Context: an optimization exercise on an open-source flow, tuned for small area. The choices shown serve that exercise and are no tape-out recipe. The RTL was checked by simulation tests, not by an equivalence proof against the original design. No activity file was given, so power comes from the tool's default toggle rates.

// processor
module processor( input         clk, reset,
                  output [31:0] PC,
                  input  [31:0] instruction,
                  output        WE,
                  output [31:0] address_to_mem,
                  output [31:0] data_to_mem,
                  input  [31:0] data_from_mem
                );
	wire [5:0]  op = instruction[31:26];
	wire [4:0]  rs = instruction[25:21];
	wire [4:0]  rt = instruction[20:16];
	wire [4:0]  rd = instruction[15:11];
	wire [5:0]  fn = instruction[5:0];
	wire grp0    = ~op[5] & ~op[4] & ~op[3];           
	wire is_jump = grp0 & op[0];                       
	wire is_jr   = is_jump & op[2];
	wire is_jal  = is_jump & ~op[2];
	wire is_beq  = grp0 & ~op[0] & op[2];
	wire is_lw   = op[5] & ~op[3];
	wire reg_we  = ~((op[5] & op[3]) | (~op[5] & ~op[4] & op[2]));
	wire wa_31   = ~op[5] & ~op[4] & op[0];
	wire use_rd  = op[4] | (~op[5] & ~op[3]);
	wire alu_imm = op[5] | (op[3] & ~op[4]);
	wire subm    = grp0 & ~op[2] & fn[1];              
	wire bytem   = op[4];
  ...
Size: about 3900 cells after synthesis, ~160 I/O pins.
clock: 12.5 ns
lec_check: 0
cap_margin: 20
core_margin: 2
core_utilization: 45
cts_buf_list: sky130_fd_sc_hd__clkbuf_4
cts_cluster_diameter: 35
cts_cluster_size: 8
setup_slack_margin: 0.1
slew_margin: 20
synth_hierarchical: 1
standard.sh (not shown) runs the stock make flow with config.mk's settings and CLKGATE_MAP_FILE= SYNTH_SCRIPT=/design/flow/synth_recipe.tcl, a recipe that flattens the netlist after the stock synthesis.
==> flow/flow/run.sh <==
#!/bin/bash
# Layout flow: the standard ORFS flow (standard.sh), with the port buffers that
# global placement inserts made from the smallest buffer cell instead of the default.
# ORFS keeps each step's full log under orfs/logs/; make's own output goes to make.log.
set -euo pipefail
cd "$(dirname "$0")/.."
export BUFFER_PORTS_ARGS="-buffer_cell sky130_fd_sc_hd__buf_1"
bash standard.sh > make.log 2>&1
The baseline completed with no timing, DRC or antenna violations.
Then changed:
==> flow/flow/run.sh (replaced) <==
#!/bin/bash
# Layout flow: the standard ORFS flow (standard.sh) with two changes:
#  - the port buffers that global placement inserts use the smallest buffer cell;
#  - clock tree synthesis clusters flip-flops in small groups driven by clkbuf_4 and
#    adds no dummy load cells at the tree's leaves.
# ORFS keeps each step's full log under orfs/logs/; make's own output goes to make.log.
set -euo pipefail
cd "$(dirname "$0")/.."
export BUFFER_PORTS_ARGS="-buffer_cell sky130_fd_sc_hd__buf_1"
export CTS_ARGS="-sink_clustering_enable -repair_clock_nets -sink_clustering_size 8 -sink_clustering_max_diameter 35 -buf_list sky130_fd_sc_hd__clkbuf_4 -dont_use_dummy_load"
bash standard.sh > make.log 2>&1
- CORE_UTILIZATION: 45 -> 55
- CTS_BUF_LIST: sky130_fd_sc_hd__clkbuf_4 -> default
- CTS_CLUSTER_DIAMETER: 35 -> default
- CTS_CLUSTER_SIZE: 8 -> default
- PLACE_DENSITY: default -> 0.8
What happened:
- The new run completed without violations
- critical path depth decreases by 1
- register-to-register slack is worse by 0.02 ns
- cell area decreases by 4.0%
Then changed:
==> flow/flow/run.sh (replaced) <==
#!/bin/bash
# Layout flow: the standard ORFS flow (standard.sh), with the port buffers that
# global placement inserts made from the smallest buffer cell instead of the default.
# ORFS keeps each step's full log under orfs/logs/; make's own output goes to make.log.
set -euo pipefail
cd "$(dirname "$0")/.."
export BUFFER_PORTS_ARGS="-buffer_cell sky130_fd_sc_hd__buf_1"
bash standard.sh > make.log 2>&1
- CTS_BUF_LIST: default -> sky130_fd_sc_hd__clkbuf_4
- CTS_CLUSTER_DIAMETER: default -> 35
- CTS_CLUSTER_SIZE: default -> 8
- PLACE_DENSITY: 0.8 -> default
The changed run completed without violations.
Setup slack gets worse by 0.18 ns.
Fmax came out lower slightly.
Count of clock-buffer cells in the layout came out higher by 37.
Non-clock buffer count came out higher by 30.
Sequential cell count is unchanged.
Combinational power came out higher by a few percent.
Global-route usage came out higher by 6.0 points.
Power came out higher by a little under a tenth.
Routed wire length came out higher by roughly a tenth.
Then changed:
==> flow/flow/run.sh (replaced) <==
#!/bin/bash
# Layout flow: the standard ORFS flow (standard.sh) with two changes:
#  - the port buffers that global placement inserts use the smallest buffer cell;
#  - clock tree synthesis clusters flip-flops in small groups driven by clkbuf_4 and
#    adds no dummy load cells at the tree's leaves.
# ORFS keeps each step's full log under orfs/logs/; make's own output goes to make.log.
set -euo pipefail
cd "$(dirname "$0")/.."
export BUFFER_PORTS_ARGS="-buffer_cell sky130_fd_sc_hd__buf_1"
export CTS_ARGS="-sink_clustering_enable -repair_clock_nets -sink_clustering_size 8 -sink_clustering_max_diameter 35 -buf_list sky130_fd_sc_hd__clkbuf_4 -dont_use_dummy_load"
bash standard.sh > make.log 2>&1
- CORE_UTILIZATION: 55 -> 45
- CTS_BUF_LIST: sky130_fd_sc_hd__clkbuf_4 -> default
- CTS_CLUSTER_DIAMETER: 35 -> default
- CTS_CLUSTER_SIZE: 8 -> default
- PLACE_DENSITY: default -> 0.8
Outcome: Cell area decreases by 1.5%. Non-clock buffer count came out lower by 7. Power is lower by 6.7%. Wire length decreases by 9.0%. Area after synthesis does not change. Combinational power decreases by about 5%. Utilization fell by 12 points. Sequential share of layout area increases by 0.60 points.
Then changed:
- CORE_UTILIZATION: 45 -> 55
- PLACE_DENSITY: 0.8 -> 0.7
Final area decreases slightly.
Total power is about the same.
Setup slack improves by 0.15 ns.
Flip-flop and latch count stays the same.
Via count drops slightly.
Die area falls by about a fifth.
Area after synthesis does not change.
Routed wire length grows by a few percent.
Global-route usage is higher by 10 points.
Sequential share of layout area climbs by 0.31 points.

* * *

Another version of the RTL of processor (not shown whole).
Size: about 4000 cells after synthesis, ~160 I/O pins.
Design processor, start of the top module:
module processor( input         clk, reset,
                  output [31:0] PC,
                  input  [31:0] instruction,
                  output        WE,
                  output [31:0] address_to_mem,
                  output [31:0] data_to_mem,
                  input  [31:0] data_from_mem
                );
export LEC_CHECK = 0
export CAP_MARGIN = 20
export CORE_MARGIN = 2
export CORE_UTILIZATION = 45
export CTS_BUF_LIST = sky130_fd_sc_hd__clkbuf_8
export CTS_CLUSTER_DIAMETER = 50
export CTS_CLUSTER_SIZE = 16
export SETUP_SLACK_MARGIN = 0.1
export SLEW_MARGIN = 20
export SYNTH_HIERARCHICAL = 1
create_clock -name core_clock -period 12.5 [get_ports {clk}]
==> flow/flow/run.sh <==
#!/bin/bash
# Layout flow: the standard ORFS flow (standard.sh), with the port buffers that
# global placement inserts made from the smallest buffer cell instead of the default.
# ORFS keeps each step's full log under orfs/logs/; make's own output goes to make.log.
set -euo pipefail
cd "$(dirname "$0")/.."
export BUFFER_PORTS_ARGS="-buffer_cell sky130_fd_sc_hd__buf_1"
bash standard.sh > make.log 2>&1
The first run finished with timing, DRC and antenna clean.
Then changed:
==> flow/run.sh (new file) <==
#!/bin/bash
# synth_recipe.tcl (not shown) runs the flow's synth.tcl, then flattens the netlist and writes it again
# the make line also repeats each setting of config.mk as NAME=value (left out here)
make -C /OpenROAD-flow-scripts/flow DESIGN_CONFIG=/design/flow/config.mk WORK_HOME=/design/flow/orfs CLKGATE_MAP_FILE= SYNTH_SCRIPT=/design/flow/synth_recipe.tcl finish
- SETUP_SLACK_MARGIN: 0.1 -> 0.3
removed: flow/flow/run.sh
removed: flow/standard.sh
Outcome:
- The new run produced a clean layout
- total power went up slightly
- die area does not change
- register-to-register slack improved by 0.15 ns
- synthesized cell count does not change
- core utilization went up by 1.3 points
- setup slack got worse by 0.30 ns
- clock skew went up by 0.012 ns
- wire length went up slightly

* * *

Setup of the previous run:
Another version of the RTL of processor (not shown whole).
clock: 12.5 ns
lec_check: 0
cap_margin: 20
core_margin: 2
core_utilization: 55
place_density: 0.7
setup_slack_margin: 0.1
slew_margin: 20
synth_hierarchical: 1
==> flow/flow/run.sh <==
#!/bin/bash
# Layout flow: the standard ORFS flow (standard.sh) with two changes:
#  - the port buffers that global placement inserts use the smallest buffer cell;
#  - clock tree synthesis clusters flip-flops in small groups driven by clkbuf_4 and
#    adds no dummy load cells at the tree's leaves.
# ORFS keeps each step's full log under orfs/logs/; make's own output goes to make.log.
set -euo pipefail
cd "$(dirname "$0")/.."
export BUFFER_PORTS_ARGS="-buffer_cell sky130_fd_sc_hd__buf_1"
export CTS_ARGS="-sink_clustering_enable -repair_clock_nets -sink_clustering_size 8 -sink_clustering_max_diameter 35 -buf_list sky130_fd_sc_hd__clkbuf_4 -dont_use_dummy_load"
bash standard.sh > make.log 2>&1
The previous run closes out successfully: all stages finished, all timing, DRC and antenna checks passed.
[inputs] the current run vs the previous run
# the previous run
export LEC_CHECK = 0
export CAP_MARGIN = 20
export CORE_MARGIN = 2
export CORE_UTILIZATION = 55
export PLACE_DENSITY = 0.7
export SETUP_SLACK_MARGIN = 0.1
export SLEW_MARGIN = 20
export SYNTH_HIERARCHICAL = 1
create_clock -name core_clock -period 12.5 [get_ports {clk}]
# the current run
export LEC_CHECK = 0
export CAP_MARGIN = 20
export CORE_MARGIN = 2
export CORE_UTILIZATION = 55
export PLACE_DENSITY = 0.8
export SETUP_SLACK_MARGIN = 0.1
export SLEW_MARGIN = 20
export SYNTH_HIERARCHICAL = 1
create_clock -name core_clock -period 12.5 [get_ports {clk}]
## What came out
- | met2 usage in global routing | higher: the previous run |
- In the tables for the previous run and the current run, maximum frequency reads higher with the current run.
- Fraction of power spent switching nets: the current run vs the previous run — no meaningful difference
- Per the comparison of the current run with the previous run, port buffer count saw little to no change; routed wire length saw a decrease.

==> what the ideal ports hide <==
How much do the figures lean on ideal ports? The routed layouts below were timed once more, with nothing changed but the port constraints. Step 1: set_driving_cell puts a clkbuf_16 on clk and a buf_2 on each other input, an assumption about the parent block. Step 2 times the ports against the registers' clock, not the clock port: input delays grow and output delays shrink by t, the midpoint of the rising clock arrivals with the driver on. Three values: ideal, step 1, step 2; two values: the first two.
| run | shift t [ns] | setup slack, ns | worst setup path after step 2 | slew at the worst register clock pin (ns) | worst data-port slew with drivers (ns) |
|---|---|---|---|---|---|
| the first run of note 1 | 1.191 | 0.551 / 0.523 / 0.523 | input to output | 0.10 / 0.10 | 0.04 |
| the second run of note 1 | 1.193 | 0.498 / 0.465 / 0.465 | input to output | 0.10 / 0.10 | 0.06 |
| the third run of note 1 | 1.240 | 0.313 / 0.287 / 0.287 | input to output | 0.10 / 0.10 | 0.08 |
| the fourth run of note 1 | 1.196 | 0.316 / 0.290 / 0.290 | input to output | 0.10 / 0.10 | 0.07 |
| the fifth run of note 1 | 1.179 | 0.470 / 0.440 / 0.440 | input to output | 0.10 / 0.10 | 0.08 |
| the first run of note 2 | 0.902 | 0.581 / 0.551 / 0.551 | input to output | 0.11 / 0.11 | 0.05 |
| the second run of note 2 | 0.897 | 0.280 / 0.255 / 0.255 | input to output | 0.11 / 0.11 | 0.05 |
| the previous run | 1.167 | 0.196 / 0.137 / 0.137 | input to output | 0.11 / 0.11 | 0.11 |
| the current run | 1.165 | 0.294 / 0.265 / 0.265 | input to output | 0.10 / 0.10 | 0.06 |
After both steps every run listed still meets setup and hold. The setup slack of the previous run, which loses most, moves by -0.059 ns with the drivers and by -0.059 ns with both steps.
